What follows belongs to an exercise in optimizing a design on an open flow for small area and a short achievable clock period; a production flow would make more cautious choices. Function was checked by simulation only, so behaviour that the tests miss may differ from the original.

Design ALU2, start of the top module:
module ALU2 (
    input  logic clk,
    input  logic reset,
    input  logic [31:0] A, B,
    input  logic [3:0] op,
    output logic [31:0] Y
);
    wire [31:0] nB = ~B;
    wire [33:0] B3 = {2'b00, B} + {1'b0, B, 1'b0};
    wire [33:0] nB3 = ~B3;
    wire [31:16] q1;
    wire s1_r30_at0, s1_r30_ag0_0;
    HA s1_r30_aha0 (.a(A[30]), .b(nB[0]), .s(s1_r30_at0), .co(s1_r30_ag0_0));
    wire s1_r30_at1, s1_r30_ag1_1;
    HA s1_r30_aha1 (.a(A[31]), .b(nB[1]), .s(s1_r30_at1), .co(s1_r30_ag1_1));
    wire s1_r30_ap1_1 = s1_r30_at1;
    wire s1_r30_ag0_0x = s1_r30_ag0_0 | s1_r30_at0;
    wire s1_r30_ag0_1 = s1_r30_ag1_1 | (s1_r30_ap1_1 & s1_r30_ag0_0x);
    wire s1_r30_ad0 = ~s1_r30_at0;
    wire s1_r30_ad1;
    HA s1_r30_axd1 (.a(s1_r30_at1), .b(s1_r30_ag0_0x), .s(s1_r30_ad1), .co());
    wire s1_r30_bt0, s1_r30_bg0_0;
    HA s1_r30_bha0 (.a(A[31]), .b(nB[0]), .s(s1_r30_bt0), .co(s1_r30_bg0_0));
    wire s1_r30_bg0_0x = s1_r30_bg0_0 | s1_r30_bt0;
    wire s1_r30_bd0 = ~s1_r30_bt0;
    wire s1_r30_ct0, s1_r30_cg0_0;
    HA s1_r30_cha0 (.a(A[30]), .b(nB3[0]), .s(s1_r30_ct0), .co(s1_r30_cg0_0));
    wire s1_r30_ct1, s1_r30_cg1_1;
    HA s1_r30_cha1 (.a(A[31]), .b(nB3[1]), .s(s1_r30_ct1), .co(s1_r30_cg1_1));
    wire s1_r30_cp1_1 = s1_r30_ct1;
    wire s1_r30_cg0_0x = s1_r30_cg0_0 | s1_r30_ct0;
    wire s1_r30_cg0_1 = s1_r30_cg1_1 | (s1_r30_cp1_1 & s1_r30_cg0_0x);
    wire s1_r30_cd0 = ~s1_r30_ct0;
    wire s1_r30_cd1;
    HA s1_r30_cxd1 (.a(s1_r30_ct1), .b(s1_r30_cg0_0x), .s(s1_r30_cd1), .co());
    wire s1_r30_c1 = s1_r30_ag0_1 & ~(|B[31:2]);
    wire s1_r30_c2 = s1_r30_bg0_0x & ~(|B[31:1]);
    wire s1_r30_c3 = s1_r30_cg0_1 & ~(|B3[33:2]);
    assign q1[31] = s1_r30_c2;
    assign q1[30] = s1_r30_c2 ? s1_r30_c3 : s1_r30_c1;
    wire s1_r30_s3 = s1_r30_c3;
    wire s1_r30_s2 = s1_r30_c2 & ~s1_r30_c3;
    wire s1_r30_s1 = s1_r30_c1 & ~s1_r30_c2;
    wire s1_r30_s0 = ~s1_r30_c1;
    wire s1_x30_0 = (s1_r30_s3 & s1_r30_cd0) | (s1_r30_s2 & A[30]) | (s1_r30_s1 & s1_r30_ad0) | (s1_r30_s0 & A[30]);
    wire s1_x30_1 = (s1_r30_s3 & s1_r30_cd1) | (s1_r30_s2 & s1_r30_bd0) | (s1_r30_s1 & s1_r30_ad1) | (s1_r30_s0 & A[31]);
    wire s1_r28_at0, s1_r28_ag0_0;
  ...
==> flow/config.mk <==
export PLATFORM = sky130hd
export DESIGN_NAME = ALU2
export DESIGN_NICKNAME = ALU2
export VERILOG_FILES = /design/flow/design.v
export SDC_FILE = /design/flow/constraint.sdc
export NUM_CORES = 4
export LEC_CHECK = 0
export ABC_AREA = 1
export CAP_MARGIN = 20
export CORE_MARGIN = 2
export CORE_UTILIZATION = 65
export PLACE_DENSITY = 0.75
export SLEW_MARGIN = 20
export SYNTH_HIERARCHICAL = 1
export SYNTH_MINIMUM_KEEP_SIZE = 0
==> flow/constraint.sdc <==
create_clock -name core_clock -period 75.0 [get_ports {clk}]
set_input_delay 15.0000 -clock core_clock [delete_from_list [all_inputs] [get_ports {clk}]]
set_output_delay 15.0000 -clock core_clock [all_outputs]
set_load 0.01 [all_outputs]
standard.sh (not shown) runs the stock make flow with config.mk's settings and CLKGATE_MAP_FILE= SYNTH_SCRIPT=/design/flow/synth_recipe.tcl, a recipe that flattens the netlist after the stock synthesis.
==> flow/flow/run.sh <==
#!/bin/bash
set -euo pipefail
R=$PWD/orfs/results/sky130hd/ALU2/base
bash standard.sh $R/1_2_yosys.v > synth_flow.log 2>&1
python3 flow/ha2xor.py $R/1_2_yosys.v > ha2xor.log 2>&1
bash standard.sh "BUFFER_PORTS_ARGS=-buffer_cell sky130_fd_sc_hd__buf_1" SETUP_SLACK_MARGIN=45 finish > layout_flow.log 2>&1
==> flow/flow/ha2xor.py <==
#!/usr/bin/env python3
"""Replace each sky130 half adder whose carry output drives nothing with an
XOR2 cell (same function on the used output, a third less area).
usage: ha2xor.py NETLIST.v   (edited in place)"""
import re, sys
p = sys.argv[1]
t = open(p).read()
inst = re.compile(r'(  sky130_fd_sc_hd__ha_1 (\S+) \(\n\s*\.A\(([^)]*)\),\n\s*\.B\(([^)]*)\),\n\s*\.COUT\(([^)]*)\),\n\s*\.SUM\(([^)]*)\)\n\s*\);)')
# count every use of every net name in pin connections / assigns
uses = {}
for m in re.finditer(r'\.\w+\(([^()]*)\)', t):
    n = m.group(1).strip()
    uses[n] = uses.get(n, 0) + 1
for m in re.finditer(r'assign\s+([^=]+)=([^;]+);', t):
    for n in re.findall(r'[\\\w$.\[\]:]+ ?', m.group(0)):
        n = n.strip()
        uses[n] = uses.get(n, 0) + 1
cnt = 0
def rep(m):
    global cnt
    whole, name, a, b, co, s = m.groups()
    co = co.strip()
    if co == '' or uses.get(co, 0) <= 1:
        cnt += 1
        return f"  sky130_fd_sc_hd__xor2_1 {name} (\n    .A({a}),\n    .B({b}),\n    .X({s})\n  );"
    return whole
t2 = inst.sub(rep, t)
open(p, 'w').write(t2)
print(f"ha2xor: replaced {cnt} half adders")
The starting point went through all stages and came out clean.
Change:
==> flow/flow/run.sh (replaced) <==
#!/bin/bash
set -euo pipefail
R=$PWD/orfs/results/sky130hd/ALU2/base
bash standard.sh $R/1_2_yosys.v > synth_flow.log 2>&1
python3 flow/ha2xor.py $R/1_2_yosys.v > ha2xor.log 2>&1
bash standard.sh "BUFFER_PORTS_ARGS=-buffer_cell sky130_fd_sc_hd__buf_1" SETUP_SLACK_MARGIN=44 finish > layout_flow.log 2>&1
The changed run went through all stages and came out clean.
Flip-flop and latch count is unchanged.
Die area is unchanged.
Cell count decreases by about 0.8%.
Wire length goes down by about 1.9%.
Final area went down by about 2.5%.
Change:
==> flow/flow/run.sh (replaced) <==
#!/bin/bash
set -euo pipefail
R=$PWD/orfs/results/sky130hd/ALU2/base
bash standard.sh $R/1_2_yosys.v > synth_flow.log 2>&1
python3 flow/ha2xor.py $R/1_2_yosys.v > ha2xor.log 2>&1
bash standard.sh "BUFFER_PORTS_ARGS=-buffer_cell sky130_fd_sc_hd__buf_1" SETUP_SLACK_MARGIN=43 finish > layout_flow.log 2>&1
=> Critical path depth is lower by 6; worst setup slack got worse by 0.42 ns; design area drops by 2.4%; sequential share of layout area is higher by 0.14 points; synthesized cell count stays the same; clock-buffer cell count is unchanged.

[re-timing with driven ports]
The flow's constraints put no driver on any port. The routed layouts listed below were extracted and timed again, unchanged, in two steps.
Step 1 (the two cells are an assumption about what drives the block):
set clk [get_ports {clk}]
set_driving_cell -lib_cell sky130_fd_sc_hd__clkbuf_16 $clk
set_driving_cell -lib_cell sky130_fd_sc_hd__buf_2 [delete_from_list [all_inputs] $clk]
Step 2 also shifts input and output timing later by t, the mid clock arrival at the registers, as if the neighbouring blocks saw the same clock.
Three values: no drivers, after step 1, after step 2; two values: the first two.
run | t (ns) | slack for setup (ns) | worst register clock-pin slew, ns | pins driven straight from the clock port
the first run | 0.625 | 44.656 / 44.682 / 44.056 | 0.13 / 0.13 | 1
the second run | 0.595 | 44.180 / 44.134 / 43.539 | 0.12 / 0.12 | 1
the third run | 0.599 | 43.757 / 43.747 / 43.148 | 0.12 / 0.12 | 1
After both steps setup and hold are still met in every run listed. The setup slack of the second run, which loses most, moves by -0.046 ns with the drivers and by -0.641 ns with both steps.
